This design comes from an exercise in tuning for small area, a short achievable clock period and few clock cycles per item on the open sky130 flow, not from production work.
RTL that was checked went through simulation tests only; none was proved equivalent to the original.
Function not checked in run 5: the RTL went through the layout flow alone.
The clock port is modelled as an ideal driver; clocking choices that lean on that would not hold on a real chip.
Power is estimated from default activity; no workload was simulated.

[flow/run.sh]
#!/bin/bash
# The standard layout (standard.sh) with these changes:
# - plain buf_1 cells as the port buffers;
# - buffers that Yosys/ABC put in the netlist are removed at floorplan
#   (repair_design adds back what slew and load need);
# - clock tree made by flow/mcts.tcl instead of TritonCTS: the clock port
#   drives one clkbuf_16, which drives one buffer per group of nearby
#   flip-flops;
# - logic cells that synthesis sized up set back to their smallest size
#   (flow/downsize.tcl), and the flip-flops that drive the outputs one size
#   up (flow/upsize_out.tcl);
# - the timing repair after global routing aimed at its worst path, past
#   the 25 ns constraint (the constraint itself is unchanged).
# Each step's full log is in orfs/logs/; standard.sh's own output goes to
# standard_cts.log and standard.log here.
set -euo pipefail
export BUFFER_PORTS_ARGS="-buffer_cell sky130_fd_sc_hd__buf_1"
export REMOVE_ABC_BUFFERS=1
export MCTS_GROUPS=5
export MCTS_LEAF=sky130_fd_sc_hd__clkbuf_16
export PRE_CTS_TCL="$PWD/flow/mcts.tcl"
export PRE_RESIZE_TCL="$PWD/flow/pre_resize.tcl"
bash standard.sh cts > standard_cts.log 2>&1
export SETUP_SLACK_MARGIN=19.1
export TNS_END_PERCENT=0
bash standard.sh > standard.log 2>&1
[flow/downsize.tcl]
# Hook run before the resize step: logic cells that synthesis sized up are
# set back to the smallest cell with the same function; the repair steps
# that follow size up again where slew, load or timing need it.
set n 0
set saved 0.0
foreach inst [get_cells *] {
  set ref [get_property $inst ref_name]
  if {![regexp {^(sky130_fd_sc_hd__(\w+?))_(\d+)$} $ref -> stem base drv]} { continue }
  if {[regexp {^(df|edf|sdf|dl|clk|buf|tap|fill|decap|conb|dly)} $base]} { continue }
  set best $ref
  set barea [get_property [get_lib_cells */$ref] area]
  foreach lc [get_lib_cells */${stem}_*] {
    set nm [get_name $lc]
    if {![regexp "^${stem}_\\d+\$" $nm]} { continue }
    set a [get_property $lc area]
    if {$a < $barea} { set best $nm; set barea $a }
  }
  if {$best ne $ref} {
    set saved [expr {$saved + [get_property [get_lib_cells */$ref] area] - $barea}]
    replace_cell $inst $best
    incr n
  }
}
puts "downsize: $n cells, [format %.1f $saved] um2"
[flow/mcts.tcl]
# Hand-made clock tree: the clock port drives one clkbuf_16, which drives
# one buffer per group of nearby flip-flops (groups from k-means on the
# flip-flops' placed locations).
proc mcts_build { ngroups leafbuf } {
  set block [ord::get_db_block]
  set clknet [$block findNet clk]
  set sinks {}
  foreach it [$clknet getITerms] {
    if {[[$it getMTerm] getName] == "CLK"} { lappend sinks $it }
  }
  set pts {}
  foreach it $sinks {
    set inst [$it getInst]
    set b [$inst getBBox]
    lappend pts [list [expr {([$b xMin] + [$b xMax]) / 2}] [expr {([$b yMin] + [$b yMax]) / 2}]]
  }
  set n [llength $pts]
  # k-means, seeded with points spread along the sorted order
  set order [lsort -integer -index 0 [lmap p $pts {lindex $p 0}]]
  set cent {}
  set sorted [lsort -real -index 0 $pts]
  for {set g 0} {$g < $ngroups} {incr g} {
    lappend cent [lindex $sorted [expr {int(($g + 0.5) * $n / $ngroups)}]]
  }
  for {set iter 0} {$iter < 30} {incr iter} {
    set asg {}
    foreach p $pts {
      set best 0; set bd 1e30
      for {set g 0} {$g < $ngroups} {incr g} {
        set c [lindex $cent $g]
        set dd [expr {abs([lindex $p 0] - [lindex $c 0]) + abs([lindex $p 1] - [lindex $c 1])}]
        if {$dd < $bd} { set bd $dd; set best $g }
      }
      lappend asg $best
    }
    set newc {}
    for {set g 0} {$g < $ngroups} {incr g} {
      set sx 0; set sy 0; set k 0
      foreach p $pts a $asg { if {$a == $g} { incr sx [lindex $p 0]; incr sy [lindex $p 1]; incr k } }
      if {$k == 0} { lappend newc [lindex $cent $g] } else { lappend newc [list [expr {$sx / $k}] [expr {$sy / $k}]] }
    }
    set cent $newc
  }
  set master16 [[ord::get_db] findMaster sky130_fd_sc_hd__clkbuf_16]
  set master8 [[ord::get_db] findMaster $leafbuf]
  set rootnet [odb::dbNet_create $block clknet_root]
  $rootnet setSigType CLOCK
  set root [odb::dbInst_create $block $master16 clkbuf_root]
  set rx 0; set ry 0
  foreach c $cent { incr rx [lindex $c 0]; incr ry [lindex $c 1] }
  $root setLocation [expr {$rx / $ngroups}] [expr {$ry / $ngroups}]
  $root setPlacementStatus PLACED
  [$root findITerm A] connect $clknet
  [$root findITerm X] connect $rootnet
  for {set g 0} {$g < $ngroups} {incr g} {
    set net [odb::dbNet_create $block clknet_leaf_$g]
    $net setSigType CLOCK
    set buf [odb::dbInst_create $block $master8 clkbuf_leaf_$g]
    set c [lindex $cent $g]
    $buf setLocation [lindex $c 0] [lindex $c 1]
    $buf setPlacementStatus PLACED
    [$buf findITerm A] connect $rootnet
    [$buf findITerm X] connect $net
    foreach it $sinks a $asg {
      if {$a == $g} { $it disconnect; $it connect $net }
    }
  }
  puts "mcts: $n sinks in $ngroups groups"
}

# Run as the PRE_CTS hook: build the tree, then have TritonCTS leave its
# nets alone (the clock port's net now has a single sink and is skipped).
mcts_build $::env(MCTS_GROUPS) $::env(MCTS_LEAF)
set mcts_nets {clknet_root}
for {set g 0} {$g < $::env(MCTS_GROUPS)} {incr g} { lappend mcts_nets clknet_leaf_$g }
set_cts_config -skip_nets $mcts_nets
[flow/pre_resize.tcl]
source [file dirname [info script]]/downsize.tcl
source [file dirname [info script]]/upsize_out.tcl
[flow/upsize_out.tcl]
# Hook run before the resize step: the flip-flops that drive output ports
# through their port buffers get a stronger drive (same function, same cell
# type, larger size), to speed up the paths to the outputs.
set n 0
foreach p [get_ports *] {
  if {[get_property $p direction] != "output"} { continue }
  set net [get_nets [get_name $p]]
  foreach pin [get_pins -of_objects $net -filter "direction==output"] {
    set buf [get_cells -of_objects $pin]
    foreach in [get_pins -of_objects $buf -filter "direction==input"] {
      set n2 [get_nets -of_objects $in]
      foreach dp [get_pins -of_objects $n2 -filter "direction==output"] {
        set ff [get_cells -of_objects $dp]
        if {[get_property $ff ref_name] == "sky130_fd_sc_hd__dfxtp_1"} {
          replace_cell $ff sky130_fd_sc_hd__dfxtp_2
          incr n
        }
      }
    }
  }
}
puts "upsize_out: $n output flip-flops upsized"
[standard.sh]
#!/bin/bash
# synth_recipe.tcl (not shown) runs the flow's synth.tcl, then flattens the netlist and writes it again
# the make line also repeats each setting of config.mk as NAME=value (left out here)
make -C /OpenROAD-flow-scripts/flow DESIGN_CONFIG=/design/flow/config.mk WORK_HOME=/design/flow/orfs CLKGATE_MAP_FILE= SYNTH_SCRIPT=/design/flow/synth_recipe.tcl "${@:-finish}"
[config.mk]
export PLATFORM = sky130hd
export DESIGN_NAME = main
export DESIGN_NICKNAME = main
export VERILOG_FILES = /design/flow/design.v
export SDC_FILE = /design/flow/constraint.sdc
export NUM_CORES = 4
export LEC_CHECK = 0
export ABC_AREA = 1
export CAP_MARGIN = 20
export CORE_MARGIN = 2
export CORE_UTILIZATION = 65
export CTS_BUF_LIST = sky130_fd_sc_hd__clkbuf_8
export CTS_CLUSTER_DIAMETER = 100
export CTS_CLUSTER_SIZE = 30
export SLEW_MARGIN = 20
[constraint.sdc]
create_clock -name core_clock -period 25.0 [get_ports {clk}]
set_input_delay 5.0000 -clock core_clock [delete_from_list [all_inputs] [get_ports {clk}]]
set_output_delay 5.0000 -clock core_clock [all_outputs]
set_load 0.01 [all_outputs]
[design.v]
module main(
    input clk, rst, start,
    input [3:0] ip,
    output reg [59:0] ans,
    output reg finish
    );
    function automatic ge4(input [3:0] x, input [3:0] y);
        reg r;
        integer j;
        begin
            r = 1'b1;
            for (j = 0; j < 4; j = j + 1)
                r = (x[j] ^ y[j]) ? x[j] : r;
            ge4 = r;
        end
    endfunction
    function automatic gek(input [6:0] x, input [6:0] k);
        reg r;
        integer j;
        begin
            r = 1'b1;
            for (j = 0; j < 7; j = j + 1)
                r = k[j] ? (x[j] & r) : (x[j] | r);
            gek = r;
        end
    endfunction
    reg [3:0]  d;       
    localparam [6:0] B = 7'd26;
    reg [6:0]  cnt;     
    reg        busy;    
    reg [47:0] s;       
    reg [11:0] v;       
    wire [11:0] keep, frz;
    genvar i;
    generate
        for (i = 0; i < 12; i = i + 1) begin : pos
            assign frz[i]  = gek(cnt, B + 90 + i);
            assign keep[i] = frz[i] | (v[i] & ge4(s[4*i+:4], d));
        end
    endgenerate
    wire [11:0] vn = {keep[10:0], 1'b1};
    wire [11:0] wr = vn & ~keep;
    wire rot  = busy & gek(cnt, B + 86);
    wire addx = gek(cnt, B + 89);
    wire [11:0] sel;
    generate
        for (i = 0; i < 12; i = i + 1) begin : sl
            assign sel[i] = cnt == B + 89 + i;
        end
    endgenerate
    reg  [3:0] ss;
    reg        sv;
    integer k;
    always @(*) begin
        ss = 4'd0;
        sv = 1'b0;
        for (k = 0; k < 12; k = k + 1) begin
            ss = ss | (s[4*k+:4] & {4{sel[k]}});
            sv = sv | (v[k] & sel[k]);
        end
    end
    wire [3:0] x = (sv & ge4(ss, d)) ? ss : (d & {4{addx}});
    wire [3:0] a = ans[59:56];
    wire [4:0] sd;
    wire [4:0] c;
    assign c[0] = 1'b0;
    genvar j;
    generate
        for (j = 0; j < 4; j = j + 1) begin : rc
            assign sd[j] = a[j] ^ x[j] ^ c[j];
            assign c[j+1] = (a[j] & x[j]) | (c[j] & (a[j] ^ x[j]));
        end
    endgenerate
    assign sd[4] = c[4];
    wire [3:0] h = sd[4:1];
    wire cout = h[3] | (h[2] & (h[1] | h[0]));
    wire [3:0] lo = {h[3] ? (h[0] ? 3'b100 : 3'b011) :
                     cout ? {1'b0, h[1] & h[0], h[1] & ~h[0]} : h[2:0], sd[0]};
    wire [13:0] en;
    assign en[0] = 1'b1;
    generate
        for (i = 0; i < 13; i = i + 1) begin : ch
            assign en[i+1] = en[i] & ans[4*i+3] & ans[4*i];
        end
    endgenerate
    wire [13:0] inc = {14{cout}} & en & {frz[10:0], 3'b111};
    wire [59:0] turned;
    assign turned[3:0] = lo;
    generate
        for (i = 1; i < 15; i = i + 1) begin : tn
            wire [3:0] q = ans[4*(i-1)+:4];
            wire t = inc[i-1];
            wire t0 = t & q[0];
            assign turned[4*i]   = q[0] ^ t;
            assign turned[4*i+1] = q[1] ^ (t0 & ~q[3]);
            assign turned[4*i+2] = q[2] ^ (t0 & q[1]);
            assign turned[4*i+3] = q[3] ^ (t0 & (q[3] | (q[2] & q[1])));
        end
    endgenerate
    always @(posedge clk) begin
        d <= ip;
        if (rst) ans <= 60'd0;
        else if (rot) ans <= turned;
        finish <= rst | (finish ? !start : (cnt == B + 7'd100));
        busy <= !rst & (busy ? (cnt != B + 7'd100) : (finish & start));
        cnt <= busy ? cnt + 7'd1 : B;
        v <= (cnt == B) ? 12'd0 : vn;
        for (k = 0; k < 12; k = k + 1)
            if (wr[k]) s[4*k+:4] <= d;
    end
endmodule
==> flow_metrics.env, run 1 <==
export IMPL_outcome="complete, no violations"
export IMPL_clock_latency_ps=350
export IMPL_ys_seq_area_share_pct=47.19
export IMPL_rsz0062_at_grt="yes"
export IMPL_start_util_pct=67.52
export IMPL_startpoint_type="flop"
export IMPL_cp_slowest_cell="dfxtp_2"
export IMPL_maxSlewHeadroom_pct=31.87
export IMPL_async_reset_ff_share_pct=0
export IMPL_insertedDiodeCount=0
export IMPL_antenna_found_initial=0
export IMPL_power_density_mw_per_mm2=49.61
export IMPL_cap_violations=0
export IMPL_finalCriticalPeriod_ps=5928
export IMPL_crit_chain="buf_1"
export IMPL_dr_total_vias=5819
export IMPL_firstDrtPassIters=5
export IMPL_leakagePower_nw=2.830
export IMPL_drc=0
export IMPL_hold_path_cell_count=1
export IMPL_yosysTopAreaCellShare_pct=25.55
export IMPL_top_usage_layer="met2"
export IMPL_synth_distinct_cells=42
export IMPL_required_ps=20000
export IMPL_end_kind="output pin"
export IMPL_core_mm2=0.009864
export IMPL_arrival_ps=930
export IMPL_cp_num_buf_inv=1
export IMPL_hold_viol=0
export IMPL_post_route_period_util_pct=23.71
export IMPL_syn_area_per_cell_um2=8.222
export IMPL_overflow=0
export IMPL_cts_clk_slew_worst_paths_ps=110
export IMPL_maxSlewViolCount=0
export IMPL_drt_antenna_violating_nets=0
export IMPL_cts_hold_buf=0
export IMPL_reg2reg_depth=31
export IMPL_critPathKind="reg -> out"
export IMPL_utilization_pct=71.73
export IMPL_grt_pass1_vias=5490
export IMPL_n_fill_cell=789
export IMPL_drt_iter0_drc=464
export IMPL_min_path_type="reg -> reg"
export IMPL_yosys_top_cells_area="dfxtp_1 26%, edfxtp_1 22%, nand2_1 7.9%"
export IMPL_vdd_drop_max_mv=0.06447
export IMPL_postLayoutSetupSlackWorst_ps=19070
export IMPL_synth_seq_cells=133
export IMPL_synth_edff_count=48
export IMPL_grt_pass1_wl_um=25960
export IMPL_numPortBuffers=67
export IMPL_ios=68
export IMPL_dieArea_mm2=0.01107
export IMPL_slowest_delay_ps=410
export IMPL_tns_ps=0
export IMPL_crit_fanout=6
export IMPL_routed_wl_um=16050
export IMPL_wl_per_cell_um=16.22
export IMPL_use_met3_pct=3.772
export IMPL_worstMarginPinSlew_ps=1013
export IMPL_synthesis_area_mm2=0.006660
export IMPL_synthFlopType="dfxtp_1"
export IMPL_synthCells=810
export IMPL_routed_via_density=5.884
export IMPL_dp_hpwl_um=11400
export IMPL_rows=36
export IMPL_die_w_um=105.2
export IMPL_grtUsageMet1_pct=36.58
export IMPL_preCtsSetupSlack_ps=18400
export IMPL_crit_cells=1
export IMPL_yosys_warnings=1
export IMPL_setup_viol=0
export IMPL_layout_drive_gt1_share_pct=9.813
export IMPL_fmax_mhz=168.7
export IMPL_cp_top_family="flip-flops"
export IMPL_nets=889
export IMPL_gp_congestion=0.8565
export IMPL_finClkSkew_ps=19.55
export IMPL_dieHeight_um=105.2
export IMPL_yosysTopAreaCell="dfxtp_1"
export IMPL_use_met2_pct=49.03
export IMPL_yosys_top_cells_count="140 x nand2_1, 138 x nor2_1, 85 x dfxtp_1"
export IMPL_syn_to_final_growth_pct=6.237
export IMPL_yosysMostFrequentCell="nand2_1"
export IMPL_track_usage_pct=27.99
export IMPL_grt_max_degree=63
==> final cells by class <==
type / count / area, um2 / area share [%]
Sequential cell: 133 / 3219 / 45.50
Multi-Input combinational cell: 587 / 3028 / 42.79
Timing Repair Buffer: 69 / 270.3 / 3.820
Inverter: 60 / 234.0 / 3.307
Tap cell: 133 / 166.4 / 2.352
Buffer: 6 / 150.1 / 2.122
Timing Repair inverter: 1 / 7.507 / 0.1061
==> stage by stage <==
stage | cell area, um2 | cells | total power [W] | hold slack (ps)
2_1_floorplan | 6530 | 780 | 0.0002449 | 433.2
3_3_place_gp | 6964 | 982 | 0.0002508 | 449.0
3_5_place_dp | 6885 | 982 | 0.0002504 | 468.8
4_1_cts | 7036 | 988 | 0.0003309 | 468.8
5_1_grt | 7076 | 989 | 0.0003617 | 529.3
6_report | 7076 | 989 | 0.0003510 | 486.7
==> placed cells by master (no fill, tap or decap), types with 2 or more instances in the layout <==
| master | n |
|---|---|
| a211oi_1 | 26 |
| a21oi_1 | 66 |
| a221oi_1 | 2 |
| a31oi_1 | 10 |
| and3_1 | 3 |
| buf_1 | 66 |
| buf_4 | 2 |
| clkbuf_16 | 6 |
| clkinvlp_4 | 3 |
| dfxtp_1 | 24 |
| dfxtp_2 | 61 |
| edfxtp_1 | 48 |
| fa_1 | 3 |
| ha_1 | 20 |
| inv_1 | 52 |
| inv_2 | 4 |
| maj3_1 | 10 |
| nand2_1 | 145 |
| nand3_1 | 41 |
| nand4_1 | 5 |
| nor2_1 | 155 |
| nor3_1 | 17 |
| nor4_1 | 4 |
| o21ai_0 | 39 |
| o21ai_1 | 3 |
| o22ai_1 | 12 |
| xnor2_1 | 2 |
| xor2_1 | 14 |
==> cell families after synthesis <==
group	count (synthesis)	share of synthesized area, %
adders and majority gates	34	6.350
and+or+nand+nor	374	25.02
xor gates and xnor gates	16	2.104
buffers and inverters	90	5.373
AOI/OAI and AO/OA	163	13.96
DFF	133	47.19
==> final timing paths <==
path / start / endpoint / slack, ps
hold reg to reg: cnt[0] / cnt[0] / 490
setup reg to reg: cnt[1] / ans[29] / 19430
setup / recovery: ans[3] / ans[3] / 19070
hold / removal: cnt[0] / cnt[0] / 490
==> flip-flops by register name, indices dropped and copies added, names as in the netlist <==
| register | cells |
|---|---|
| ans | 60 |
| s | 48 |
| v | 12 |
| cnt | 7 |
| d | 4 |
| busy | 1 |
| finish | 1 |
==> per-layer routing <==
layer / up-vias / share of wire [%]
met2: 213 / 48
met5: - / 0
met4: 0 / 3.0
li1: 2838 / -
met1: 2731 / 43
met3: 37 / 6.5
==> timing repair <==
item / in CTS / in global routing
endpoints found under the setup margin: 0 / 101
buffers inserted: 0 / 0
gates resized for setup: 0 / 11
==> report_power, final <==
group	internal (W)	leakage (nW)	switching (W)
Sequential	0.000227	1.16	0.00000338
Clock	0.0000436	0.0739	0.0000614
Combinational	0.00000470	1.60	0.0000110
Total	0.000275	2.83	0.0000758
Testbench counts, summed over its fixed seeds: cycles 19,584, lines 192.
==> inputs of run 2 (changes only) <==
--- a/flow/run.sh
+++ b/flow/run.sh
@@ -18,3 +18,3 @@
 export REMOVE_ABC_BUFFERS=1
-export MCTS_GROUPS=5
+export MCTS_GROUPS=6
 export MCTS_LEAF=sky130_fd_sc_hd__clkbuf_16
--- a/config.mk
+++ b/config.mk
@@ -14,2 +14,3 @@
 export CTS_CLUSTER_SIZE = 30
+export PLACE_DENSITY = 0.5
 export SLEW_MARGIN = 20
==> run 2 against run 1 <==
Effect of this change: still clean; critical path depth unchanged; hold slack got worse by 9.8 ps; global-route usage is essentially flat; setup slack better by 12 ps; register-to-register slack is essentially flat; clock skew shrank 5.2 ps; critical path type unchanged; highest routed layer unchanged.
==> flow_metrics.env, run 2 <==
export IMPL_cts_hold_buf=0
export IMPL_ys_seq_area_share_pct=47.19
export IMPL_synth_compound_area_share_pct=13.96
export IMPL_routed_via_density=5.826
export IMPL_yosys_top_cells_count="140 x nand2_1, 138 x nor2_1, 85 x dfxtp_1"
export IMPL_crit_fanout=6
export IMPL_synthFlopType="dfxtp_1"
export IMPL_required_ps=20000
export IMPL_synthCells=810
export IMPL_synthAdderAreaFrac_pct=6.350
export IMPL_switchingPower_w=0.00007684
export IMPL_grt_pass1_vias=5484
export IMPL_finClkSkew_ps=14.37
export IMPL_syn_area_per_cell_um2=8.222
export IMPL_drt_antenna_violating_nets=0
export IMPL_grt_pass1_wl_um=25920
export IMPL_grt_max_degree=63
export IMPL_dieArea_mm2=0.01107
export IMPL_cp_num_buf_inv=1
export IMPL_start_util_pct=67.52
export IMPL_cp_slowest_cell="dfxtp_2"
export IMPL_core_mm2=0.009864
export IMPL_yosysTopAreaCellShare_pct=25.55
export IMPL_gp_congestion=0.8565
export IMPL_synth_distinct_cells=42
export IMPL_p_seq_share_pct=64.2
export IMPL_yosysTopAreaCell="dfxtp_1"
export IMPL_min_path_type="reg -> reg"
export IMPL_postLayoutSetupSlackWorst_ps=19080
export IMPL_largest_register_ffs=60
export IMPL_synth_top_family_by_area="simple AND/OR/NAND/NOR gates"
export IMPL_most_common_layout_cells="155 x nor2_1, 145 x nand2_1, 66 x a21oi_1, 66 x buf_1, 61 x dfxtp_2"
export IMPL_maxSlewViolCount=0
export IMPL_rsz0062_at_grt="yes"
export IMPL_clockPowerShare_pct=31.5
export IMPL_tns_ps=0
export IMPL_power_internal_w=0.0002820
export IMPL_syn_to_final_growth_pct=6.613
export IMPL_dp_hpwl_um=11400
export IMPL_insertedDiodeCount=0
export IMPL_drc=0
export IMPL_synth_xor_xnor_area_share_pct=2.104
export IMPL_ios=68
export IMPL_vdd_drop_max_mv=0.04940
export IMPL_yosysMostFrequentCell="nand2_1"
export IMPL_rows=36
export IMPL_wl_per_cell_um=16.18
export IMPL_synth_edff_count=48
export IMPL_crit_chain="buf_1"
export IMPL_p_comb_share_pct=4.4
export IMPL_yosys_warnings=1
export IMPL_critPathKind="reg -> out"
export IMPL_nets=890
export IMPL_worstMarginPinSlew_ps=994.0
export IMPL_leakagePower_nw=2.843
export IMPL_hold_viol=0
export IMPL_dr_total_vias=5768
export IMPL_routed_wl_um=16020
export IMPL_maxSlewHeadroom_pct=33.12
export IMPL_synth_mux_area_share_pct=0
export IMPL_largestRegisters="ans x60, s x48, v x12"
export IMPL_top_register="ans"
export IMPL_drt_iter0_drc=416
export IMPL_preCtsSetupSlack_ps=18400
export IMPL_fmax_mhz=169.0
export IMPL_end_kind="output pin"
export IMPL_startpoint_type="flop"
export IMPL_antenna_found_initial=0
export IMPL_finalCriticalPeriod_ps=5916
export IMPL_slowest_delay_ps=400
export IMPL_post_cts_setup_buffers=0
export IMPL_arrival_ps=920
export IMPL_swShare_pct=21.41
export IMPL_async_reset_ff_share_pct=0
export IMPL_cts_resized=0
export IMPL_dieHeight_um=105.2
export IMPL_post_route_period_util_pct=23.66
export IMPL_cts_clk_slew_worst_paths_ps=90
export IMPL_synth_simple_gate_area_share_pct=25.02
export IMPL_layout_commonest_cell="nor2_1"
export IMPL_yosys_top_cells_area="dfxtp_1 26%, edfxtp_1 22%, nand2_1 7.9%"
export IMPL_overflow=0
export IMPL_clock_latency_ps=350
export IMPL_cp_top_family="flip-flops"
export IMPL_outcome="complete, no violations"
export IMPL_power_density_mw_per_mm2=50.53
export IMPL_track_usage_pct=27.95
export IMPL_layout_drive_gt1_share_pct=9.918
export IMPL_cap_violations=0
export IMPL_synth_seq_cells=133
export IMPL_numPortBuffers=67
export IMPL_die_w_um=105.2
export IMPL_setup_viol=0
export IMPL_firstDrtPassIters=5
export IMPL_synthesis_area_mm2=0.006660
## run 2: power groups by stage
stage | clock [W] | sequential (W) | combinational [W]
finish | 0.000113 | 0.000230 | 0.0000156
global route | 0.000121 | 0.000231 | 0.0000172
CTS | 0.0000884 | 0.000235 | 0.0000151
detailed placement | 0 | 0.000235 | 0.0000151
global placement | 0 | 0.000235 | 0.0000154
floorplan | 0 | 0.000234 | 0.0000107
## run 2: final cells by class
| class | count | area (um2) |
|---|---|---|
| fill | 785 | 2764 |
| multi-input combinational | 587 | 3028 |
| inverter | 60 | 234.0 |
| sequential | 133 | 3219 |
| tap | 133 | 166.4 |
| timing repair inverter | 1 | 7.507 |
| buffer | 7 | 175.2 |
| timing repair buffer | 69 | 270.3 |
## run 2: worst paths after layout
path               start  slack [ps]       to  cells past startpoint
setup / recovery  ans[3]       19080   ans[3]                      1
hold / removal    cnt[0]         480   cnt[0]                      1
setup reg to reg  cnt[5]       19440  ans[29]                     27
hold reg to reg   cnt[0]         480   cnt[0]                      1
## run 2: layer usage
layer | wire [um] | vias up | part of all wire, % | track usage (%)
li1 | - | 2847 | - | -
met1 | 6843 | 2680 | 43 | 36.46
met2 | 7566 | 197 | 47 | 48.71
met3 | 1058 | 44 | 6.6 | 3.711
met4 | 548 | 0 | 3.4 | 7.905
met5 | 0 | - | 0 | 0
## run 2: per-stage QoR
| stage | power [W] | utilization (%) | hold WS (ps) | instances | instance area, um2 |
|---|---|---|---|---|---|
| 6_report | 0.0003588 | 71.98 | 476.9 | 990 | 7101 |
| 5_1_grt | 0.0003692 | 71.98 | 526.1 | 990 | 7101 |
| 4_1_cts | 0.0003389 | 71.58 | 468.8 | 989 | 7061 |
| 3_5_place_dp | 0.0002504 | 69.80 | 468.8 | 982 | 6885 |
| 3_3_place_gp | 0.0002508 | 70.60 | 449.0 | 982 | 6964 |
| 2_1_floorplan | 0.0002449 | - | 433.2 | 780 | 6530 |
## run 2: logic make-up (layout without fill, tap and decap cells)
logic type	count (synthesis)	after routing
compound gates	163	163
flops	133	133
buf+inv	90	137
xor+xnor	16	16
fa+ha+maj	34	34
simple gates	374	374
==> inputs of run 3 (changes only) <==
--- a/config.mk
+++ b/config.mk
@@ -14,3 +14,3 @@
 export CTS_CLUSTER_SIZE = 30
-export PLACE_DENSITY = 0.5
+export PLACE_DENSITY = 0.75
 export SLEW_MARGIN = 20
==> run 3 against run 2 <==
Effect of this change: highest routed layer unchanged; hold slack unchanged; synthesized cell count did not move; critical path depth unchanged; first-iteration DRC count unchanged; total power unchanged; routed wire length did not move; final cell count unchanged; die area unchanged.
==> flow_metrics.env, run 3 <==
export IMPL_outcome="complete, no violations"
export IMPL_drt_antenna_violating_nets=0
export IMPL_yosys_warnings=1
export IMPL_vdd_drop_max_mv=0.04940
export IMPL_fmax_mhz=169.0
export IMPL_largestRegisters="ans x60, s x48, v x12"
export IMPL_maxSlewHeadroom_pct=33.12
export IMPL_grt_pass1_vias=5484
export IMPL_grtUsageMet1_pct=36.46
export IMPL_slowest_delay_ps=400
export IMPL_yosys_top_cells_count="140 x nand2_1, 138 x nor2_1, 85 x dfxtp_1"
export IMPL_synthesis_area_mm2=0.006660
export IMPL_n_fill_cell=785
export IMPL_yosysTopAreaCell="dfxtp_1"
export IMPL_start_util_pct=67.52
export IMPL_ios=68
export IMPL_synth_edff_count=48
export IMPL_synth_distinct_cells=42
export IMPL_insertedDiodeCount=0
export IMPL_dieHeight_um=105.2
export IMPL_most_common_layout_cells="155 x nor2_1, 145 x nand2_1, 66 x a21oi_1, 66 x buf_1, 61 x dfxtp_2"
export IMPL_reg2reg_depth=27
export IMPL_use_met2_pct=48.71
export IMPL_top_usage_layer="met2"
export IMPL_worstMarginPinSlew_ps=994.0
export IMPL_core_mm2=0.009864
export IMPL_routed_via_density=5.826
export IMPL_power_density_mw_per_mm2=50.53
export IMPL_dieArea_mm2=0.01107
export IMPL_rows=36
export IMPL_use_met3_pct=3.711
export IMPL_syn_to_final_growth_pct=6.613
export IMPL_async_reset_ff_share_pct=0
export IMPL_cap_violations=0
export IMPL_track_usage_pct=27.95
export IMPL_synthFlopType="dfxtp_1"
export IMPL_utilization_pct=71.98
export IMPL_setup_viol=0
export IMPL_dp_hpwl_um=11400
export IMPL_rsz0062_at_grt="yes"
export IMPL_nets=890
export IMPL_drc=0
export IMPL_finClkSkew_ps=14.37
export IMPL_largest_register_ffs=60
export IMPL_cts_clk_slew_worst_paths_ps=90
export IMPL_overflow=0
export IMPL_ys_seq_area_share_pct=47.19
export IMPL_cp_slowest_cell="dfxtp_2"
export IMPL_crit_fanout=6
export IMPL_regArea_mm2=0.003219
export IMPL_dr_total_vias=5768
export IMPL_crit_chain="buf_1"
export IMPL_post_cts_setup_buffers=0
export IMPL_yosys_top_cells_area="dfxtp_1 26%, edfxtp_1 22%, nand2_1 7.9%"
export IMPL_post_route_period_util_pct=23.66
export IMPL_startpoint_type="flop"
export IMPL_drt_iter0_drc=416
export IMPL_routed_wl_um=16020
export IMPL_critPathKind="reg -> out"
export IMPL_syn_area_per_cell_um2=8.222
export IMPL_maxSlewViolCount=0
export IMPL_wl_per_cell_um=16.18
export IMPL_die_w_um=105.2
export IMPL_numPortBuffers=67
export IMPL_grt_max_degree=63
export IMPL_cp_top_family="flip-flops"
export IMPL_synth_seq_cells=133
export IMPL_min_path_type="reg -> reg"
export IMPL_cp_num_buf_inv=1
export IMPL_layout_commonest_cell="nor2_1"
export IMPL_yosysMostFrequentCell="nand2_1"
export IMPL_multi_input_area_mm2=0.003028
export IMPL_synthCells=810
export IMPL_layout_drive_gt1_share_pct=9.918
export IMPL_clock_latency_ps=350
export IMPL_antenna_found_initial=0
export IMPL_hold_path_cell_count=1
export IMPL_gp_congestion=0.8565
export IMPL_finalCriticalPeriod_ps=5916
export IMPL_hold_viol=0
export IMPL_leakagePower_nw=2.843
export IMPL_arrival_ps=920
export IMPL_firstDrtPassIters=5
export IMPL_end_kind="output pin"
export IMPL_crit_cells=1
export IMPL_tns_ps=0
export IMPL_grt_pass1_wl_um=25920
export IMPL_top_register="ans"
export IMPL_required_ps=20000
export IMPL_yosysTopAreaCellShare_pct=25.55
==> run 3: path summary, 6_finish.rpt <==
| check | slack (ps) | start | endpoint |
|---|---|---|---|
| min | 480 | cnt[0] | cnt[0] |
| min reg2reg | 480 | cnt[0] | cnt[0] |
| max reg2reg | 19440 | cnt[5] | ans[29] |
| max | 19080 | ans[3] | ans[3] |
==> run 3: cell families after synthesis <==
kind of cell / Yosys count / synth area share [%]
buffers and inverters: 90 / 5.373
xor gates and xnor gates: 16 / 2.104
adders and majority gates: 34 / 6.350
DFF: 133 / 47.19
and+or+nand+nor: 374 / 25.02
AOI/OAI and AO/OA: 163 / 13.96
==> run 3: power breakdown <==
group | internal [W] | leakage, nW | total (W) | switching [W]
combinational | 0.00000470 | 1.60 | 0.0000156 | 0.0000109
clock | 0.0000504 | 0.0863 | 0.000113 | 0.0000625
sequential | 0.000227 | 1.16 | 0.000230 | 0.00000338
==> run 3: routing by layer <==
layer / up-vias / share of wire, %
li1: 2847 / -
met1: 2680 / 43
met2: 197 / 47
met3: 44 / 6.6
met4: 0 / 3.4
met5: - / 0
==> run 3: metrics by stage <==
| step | instances | hold slack (ps) | cell area [um2] | total power, W | worst slack (ps) |
|---|---|---|---|---|---|
| 6_report | 990 | 476.9 | 7101 | 0.0003588 | 19080 |
| 5_1_grt | 990 | 526.1 | 7101 | 0.0003692 | 18940 |
| 4_1_cts | 989 | 468.8 | 7061 | 0.0003389 | 18410 |
| 3_5_place_dp | 982 | 468.8 | 6885 | 0.0002504 | 18400 |
| 3_3_place_gp | 982 | 449.0 | 6964 | 0.0002508 | 18460 |
| 2_1_floorplan | 780 | 433.2 | 6530 | 0.0002449 | 19440 |
==> run 3: cell type report <==
type	count	area share [%]
tap	133	2.344
multi-input combinational	587	42.64
buffer	7	2.467
sequential	133	45.34
timing repair inverter	1	0.1057
timing repair buffer	69	3.806
inverter	60	3.295
==> run 3: what timing repair did <==
action / CTS / global route
gates resized for setup: 0 / 11
setup endpoints to repair: 0 / 93
hold buffers: 0 / 0
==> inputs of run 4 (changes only) <==
--- a/config.mk
+++ b/config.mk
@@ -14,3 +14,2 @@
 export CTS_CLUSTER_SIZE = 30
-export PLACE_DENSITY = 0.75
 export SLEW_MARGIN = 20
==> run 4 against run 3 <==
Effect of this change: sequential share of layout area unchanged; final area unchanged; die area unchanged; setup slack unchanged; maximum frequency stayed put; largest power group unchanged.
==> flow_metrics.env, run 4 <==
export IMPL_outcome="complete, no violations"
export IMPL_synth_edff_count=48
export IMPL_die_w_um=105.2
export IMPL_arrival_ps=920
export IMPL_post_cts_setup_buffers=0
export IMPL_p_comb_share_pct=4.4
export IMPL_vdd_drop_max_mv=0.04940
export IMPL_reg2reg_depth=27
export IMPL_top_register="ans"
export IMPL_gp_congestion=0.8565
export IMPL_crit_fanout=6
export IMPL_yosys_top_cells_count="140 x nand2_1, 138 x nor2_1, 85 x dfxtp_1"
export IMPL_track_usage_pct=27.95
export IMPL_yosysTopAreaCellShare_pct=25.55
export IMPL_grt_pass1_wl_um=25920
export IMPL_routed_wl_um=16020
export IMPL_fmax_mhz=169.0
export IMPL_end_kind="output pin"
export IMPL_rsz0062_at_grt="yes"
export IMPL_synthCells=810
export IMPL_switchingPower_w=0.00007684
export IMPL_multi_input_area_mm2=0.003028
export IMPL_overflow=0
export IMPL_yosysTopAreaCell="dfxtp_1"
export IMPL_maxSlewViolCount=0
export IMPL_grt_pass1_vias=5484
export IMPL_post_route_period_util_pct=23.66
export IMPL_crit_chain="buf_1"
export IMPL_syn_to_final_growth_pct=6.613
export IMPL_final_cell_area_mm2=0.007101
export IMPL_cap_violations=0
export IMPL_synth_distinct_cells=42
export IMPL_yosysMostFrequentCell="nand2_1"
export IMPL_dieHeight_um=105.2
export IMPL_most_common_layout_cells="155 x nor2_1, 145 x nand2_1, 66 x a21oi_1, 66 x buf_1, 61 x dfxtp_2"
export IMPL_routed_via_density=5.826
export IMPL_utilization_pct=71.98
export IMPL_min_path_type="reg -> reg"
export IMPL_place_area_mm2=0.006885
export IMPL_power_density_mw_per_mm2=50.53
export IMPL_synthesis_area_mm2=0.006660
export IMPL_rows=36
export IMPL_p_seq_share_pct=64.2
export IMPL_core_mm2=0.009864
export IMPL_syn_area_per_cell_um2=8.222
export IMPL_startpoint_type="flop"
export IMPL_dr_total_vias=5768
export IMPL_largest_register_ffs=60
export IMPL_power_internal_w=0.0002820
export IMPL_n_fill_cell=785
export IMPL_layout_commonest_cell="nor2_1"
export IMPL_yosys_warnings=1
export IMPL_dieArea_mm2=0.01107
export IMPL_async_reset_ff_share_pct=0
export IMPL_critPathKind="reg -> out"
export IMPL_hold_path_cell_count=1
export IMPL_antenna_found_initial=0
export IMPL_finClkSkew_ps=14.37
export IMPL_yosys_top_cells_area="dfxtp_1 26%, edfxtp_1 22%, nand2_1 7.9%"
export IMPL_synthFlopType="dfxtp_1"
export IMPL_cp_num_buf_inv=1
export IMPL_start_util_pct=67.52
export IMPL_dp_hpwl_um=11400
export IMPL_grt_max_degree=63
export IMPL_finalPower_w=0.0003588
export IMPL_drt_antenna_violating_nets=0
export IMPL_worstMarginPinSlew_ps=994.0
export IMPL_largestRegisters="ans x60, s x48, v x12"
export IMPL_required_ps=20000
export IMPL_tns_ps=0
export IMPL_numPortBuffers=67
export IMPL_layout_drive_gt1_share_pct=9.918
export IMPL_nets=890
export IMPL_cts_clk_slew_worst_paths_ps=90
export IMPL_finalCriticalPeriod_ps=5916
export IMPL_synth_seq_cells=133
export IMPL_crit_cells=1
export IMPL_maxSlewHeadroom_pct=33.12
export IMPL_leakagePower_nw=2.843
export IMPL_hold_viol=0
export IMPL_clock_latency_ps=350
export IMPL_cp_top_family="flip-flops"
export IMPL_regArea_mm2=0.003219
export IMPL_ios=68
export IMPL_drc=0
export IMPL_insertedDiodeCount=0
export IMPL_firstDrtPassIters=5
export IMPL_swShare_pct=21.41
export IMPL_slowest_delay_ps=400
export IMPL_wl_per_cell_um=16.18
export IMPL_cp_slowest_cell="dfxtp_2"
export IMPL_drt_iter0_drc=416
export IMPL_clockPowerShare_pct=31.5
export IMPL_setup_viol=0
export IMPL_ys_seq_area_share_pct=47.19
## run 4: cell counts after synthesis
Identical to the previous run, type by type.
## run 4: worst paths after layout
| check | start | endpoint | slack, ps |
|---|---|---|---|
| max | ans[3] | ans[3] | 19080 |
| min | cnt[0] | cnt[0] | 480 |
| max reg2reg | cnt[5] | ans[29] | 19440 |
| min reg2reg | cnt[0] | cnt[0] | 480 |
## run 4: cell type report
type	count	share of cell area, %
flip-flops and latches	133	45.34
multi-input cells	587	42.64
repair buffers	69	3.806
inverters	60	3.295
plain buffers	7	2.467
well taps	133	2.344
repair inverters	1	0.1057
## run 4: worst register-to-register path: cells and delay by family, from the launching register on
family                     cells  cell delay [ps]
and+or+nand+nor               16             2330
adders and majority gates      5             1830
AOI/OAI and AO/OA              3              530
DFF                            1              420
buffers and inverters          3              320
## run 4: power by group through the flow
stage / sequential [W] / clock, W / combinational (W)
CTS: 0.000235 / 0.0000884 / 0.0000151
detailed placement: 0.000235 / 0 / 0.0000151
global route: 0.000231 / 0.000121 / 0.0000172
global placement: 0.000235 / 0 / 0.0000154
finish: 0.000230 / 0.000113 / 0.0000156
floorplan: 0.000234 / 0 / 0.0000107
## run 4: cell families after synthesis
logic type | synth area share (%)
xor+xnor | 2.104
buf+inv | 5.373
compound gates | 13.96
simple gates | 25.02
flops | 47.19
fa+ha+maj | 6.350
## run 4: routing by layer
metal / wire, um / vias up / global-route usage, %
li1: - / 2847 / -
met1: 6843 / 2680 / 36.46
met2: 7566 / 197 / 48.71
met3: 1058 / 44 / 3.711
met4: 548 / 0 / 7.905
met5: 0 / - / 0
## run 4: timing repair
action / in CTS / in global routing
resized for setup: 0 / 11
endpoints found under the hold margin: 0 / 0
hold buffers: 0 / 0
setup endpoints to repair: 0 / 93
## run 4: metrics by stage
stage / instances / worst slack (ps) / hold slack, ps
after floorplan: 780 / 19440 / 433.2
after global placement: 982 / 18460 / 449.0
after detailed placement: 982 / 18400 / 468.8
after CTS: 989 / 18410 / 468.8
after global routing: 990 / 18940 / 526.1
final: 990 / 19080 / 476.9
==> inputs of run 5 (changes only) <==
--- a/design.v
+++ b/design.v
@@ -29,3 +29,3 @@
     reg [6:0]  cnt;     
-    reg        busy;    
+    wire       busy = !finish;    
     reg [47:0] s;       
@@ -104,3 +104,2 @@
         finish <= rst | (finish ? !start : (cnt == B + 7'd100));
-        busy <= !rst & (busy ? (cnt != B + 7'd100) : (finish & start));
         cnt <= busy ? cnt + 7'd1 : B;
==> run 5 against run 4 <==
Effect of this change: critical path type unchanged; sequential share of layout area is 1.1 points lower; via count is 2.5% higher; combinational power is 21% higher; highest routed layer unchanged; largest cell class unchanged; total power is 1.1% higher; sequential power hardly changed; utilization is 1.9 points higher; final cell count is 1.0% higher; global-route usage is 2.2 points higher; largest power group unchanged; critical endpoint is now ans[53].
==> flow_metrics.env, run 5 <==
export IMPL_outcome="complete, no violations"
export IMPL_largestRegisters="ans x60, s x48, v x12"
export IMPL_yosys_top_cells_count="142 x nor2_1, 130 x nand2_1, 84 x dfxtp_1"
export IMPL_layout_commonest_cell="nor2_1"
export IMPL_grt_pass1_vias=5702
export IMPL_nets=900
export IMPL_critPathKind="reg -> out"
export IMPL_utilization_pct=73.90
export IMPL_required_ps=20000
export IMPL_dr_total_vias=5912
export IMPL_core_mm2=0.009819
export IMPL_n_fill_cell=804
export IMPL_yosysTopAreaCellShare_pct=25.35
export IMPL_end_kind="output pin"
export IMPL_top_register="ans"
export IMPL_track_usage_pct=30.17
export IMPL_synth_distinct_cells=45
export IMPL_vdd_drop_max_mv=0.05403
export IMPL_min_path_type="reg -> reg"
export IMPL_drt_iter0_drc=369
export IMPL_synthesis_area_mm2=0.006633
export IMPL_yosysMostFrequentCell="nor2_1"
export IMPL_gp_congestion=0.9107
export IMPL_firstDrtPassIters=5
export IMPL_synthFlopType="dfxtp_1"
export IMPL_hold_path_cell_count=1
export IMPL_antenna_found_initial=0
export IMPL_syn_area_per_cell_um2=8.158
export IMPL_synth_edff_count=48
export IMPL_largest_register_ffs=60
export IMPL_routed_via_density=5.912
export IMPL_grt_max_degree=63
export IMPL_crit_chain="buf_1"
export IMPL_numPortBuffers=67
export IMPL_leakagePower_nw=2.869
export IMPL_post_route_period_util_pct=23.66
export IMPL_final_cell_area_mm2=0.007257
export IMPL_ys_seq_area_share_pct=47.09
export IMPL_place_area_mm2=0.006910
export IMPL_maxSlewViolCount=0
export IMPL_reg2reg_depth=34
export IMPL_startpoint_type="flop"
export IMPL_layout_drive_gt1_share_pct=13.84
export IMPL_finalPower_w=0.0003628
export IMPL_drc=0
export IMPL_yosys_warnings=1
export IMPL_most_common_layout_cells="140 x nor2_1, 133 x nand2_1, 68 x a21oi_1"
export IMPL_yosys_top_cells_area="dfxtp_1 25%, edfxtp_1 22%, nor2_1 8.0%"
export IMPL_crit_fanout=5
export IMPL_syn_to_final_growth_pct=9.413
export IMPL_power_density_mw_per_mm2=49.99
export IMPL_fmax_mhz=169.1
export IMPL_start_util_pct=67.55
export IMPL_maxSlewHeadroom_pct=38.80
export IMPL_die_w_um=105.0
export IMPL_wl_per_cell_um=17.00
export IMPL_async_reset_ff_share_pct=0
export IMPL_cts_clk_slew_worst_paths_ps=80
export IMPL_routed_wl_um=17000
export IMPL_drt_antenna_violating_nets=0
export IMPL_finClkSkew_ps=39.06
export IMPL_worstMarginPinSlew_ps=916.7
export IMPL_setup_viol=0
export IMPL_hold_viol=0
export IMPL_cp_slowest_cell="dfxtp_2"
export IMPL_synthCells=813
export IMPL_synth_seq_cells=132
export IMPL_tns_ps=0
export IMPL_cp_top_family="flip-flops"
export IMPL_dieArea_mm2=0.01103
export IMPL_overflow=0
export IMPL_ios=68
export IMPL_holdWs_ps=470.6
export IMPL_rows=36
export IMPL_cap_violations=0
export IMPL_rsz0062_at_grt="yes"
export IMPL_arrival_ps=920
export IMPL_dp_hpwl_um=12040
export IMPL_slowest_delay_ps=380
export IMPL_finalCriticalPeriod_ps=5915
export IMPL_grt_pass1_wl_um=27310
export IMPL_yosysTopAreaCell="dfxtp_1"
export IMPL_insertedDiodeCount=0
export IMPL_clock_latency_ps=370
export IMPL_crit_cells=1
export IMPL_dieHeight_um=105.0
export IMPL_cp_num_buf_inv=1
## run 5: layout make-up
class,count,area (um2),area share [%]
inverter,71,274.0,3.776
sequential,132,3207,44.19
timing repair inverter,1,7.507,0.1034
timing repair buffer,75,316.6,4.362
multi-input combinational,581,3110,42.86
tap,133,166.4,2.293
buffer,7,175.2,2.414
## run 5: report_power, final
part | switching (W) | total [W] | internal [W]
clock | 0.0000634 | 0.000114 | 0.0000504
combinational | 0.0000133 | 0.0000188 | 0.00000550
sequential | 0.00000400 | 0.000230 | 0.000226
## run 5: per-stage QoR
stage	setup slack, ps	cells
global route	19040	1000
global placement	18800	988
finish	19080	1000
CTS	18480	995
floorplan	19440	784
detailed placement	18490	988
## run 5: worst paths after layout
path                                end     from  slack [ps]
worst max-delay path            ans[53]  ans[53]       19080
worst min-delay path             cnt[0]   cnt[0]         470
worst max register to register  ans[53]   cnt[1]       19490
worst min register to register   cnt[0]   cnt[0]         470
## run 5: layer usage
| metal | wire (um) | global-route usage, % | vias up |
|---|---|---|---|
| met2 | 8298 | 53.39 | 231 |
| met5 | 0 | 0 | - |
| met3 | 1011 | 3.306 | 56 |
| met1 | 6895 | 37.79 | 2756 |
| li1 | - | - | 2869 |
| met4 | 797 | 11.62 | 0 |
## run 5: repair_timing
action,4_1_cts,5_1_grt
resized for setup,0,44
hold endpoints to repair,0,0
setup buffers,0,4
hold buffers,0,0
endpoints found under the setup margin,0,84
## run 5: cells by family (layout without fill, tap and decap cells)
logic type               count (synthesis)  after routing  synth area share (%)
flip-flops                             132            132                 47.09
XOR/XNOR                                15             15                 1.981
buffers and inverters                  100            154                 5.999
adder cells (fa/ha/maj)                 32             32                 6.074
AO/OA/AOI/OAI                          167            167                 14.64
AND/OR/NAND/NOR                        367            367                 24.22

what the ideal ports hide:
The results above use ideal ports. As a check the final layouts listed here were re-extracted and re-timed, cells and wires unchanged. Step 1 sets driving cells, clkbuf_16 on the clock port and buf_2 on the other inputs (assumed; they add their load-dependent delay and slew). Step 2, shift: input delay + t, output delay - t, t = (earliest + latest rising clock arrival at the registers) / 2. This alone moves slack from input paths to output paths. Three values: no drivers, after step 1, after step 2; two values: the first two.
run | t, ns | slack for setup (ns) | hold slack, ns | worst setup path after step 2 | slew at the worst register clock pin (ns)
run 1 | 0.381 | 19.072 / 19.032 / 18.803 | 0.487 / 0.487 / 0.487 | input to register | 0.11 / 0.11
run 2 | 0.384 | 19.084 / 19.043 / 18.793 | 0.477 / 0.477 / 0.477 | input to register | 0.09 / 0.09
run 3 | 0.384 | 19.084 / 19.043 / 18.793 | 0.477 / 0.477 / 0.477 | input to register | 0.09 / 0.09
run 4 | 0.384 | 19.084 / 19.043 / 18.793 | 0.477 / 0.477 / 0.477 | input to register | 0.09 / 0.09
run 5 | 0.385 | 19.085 / 19.050 / 18.865 | 0.471 / 0.471 / 0.471 | input to register | 0.11 / 0.11
After both steps setup and hold are still met in every run listed.
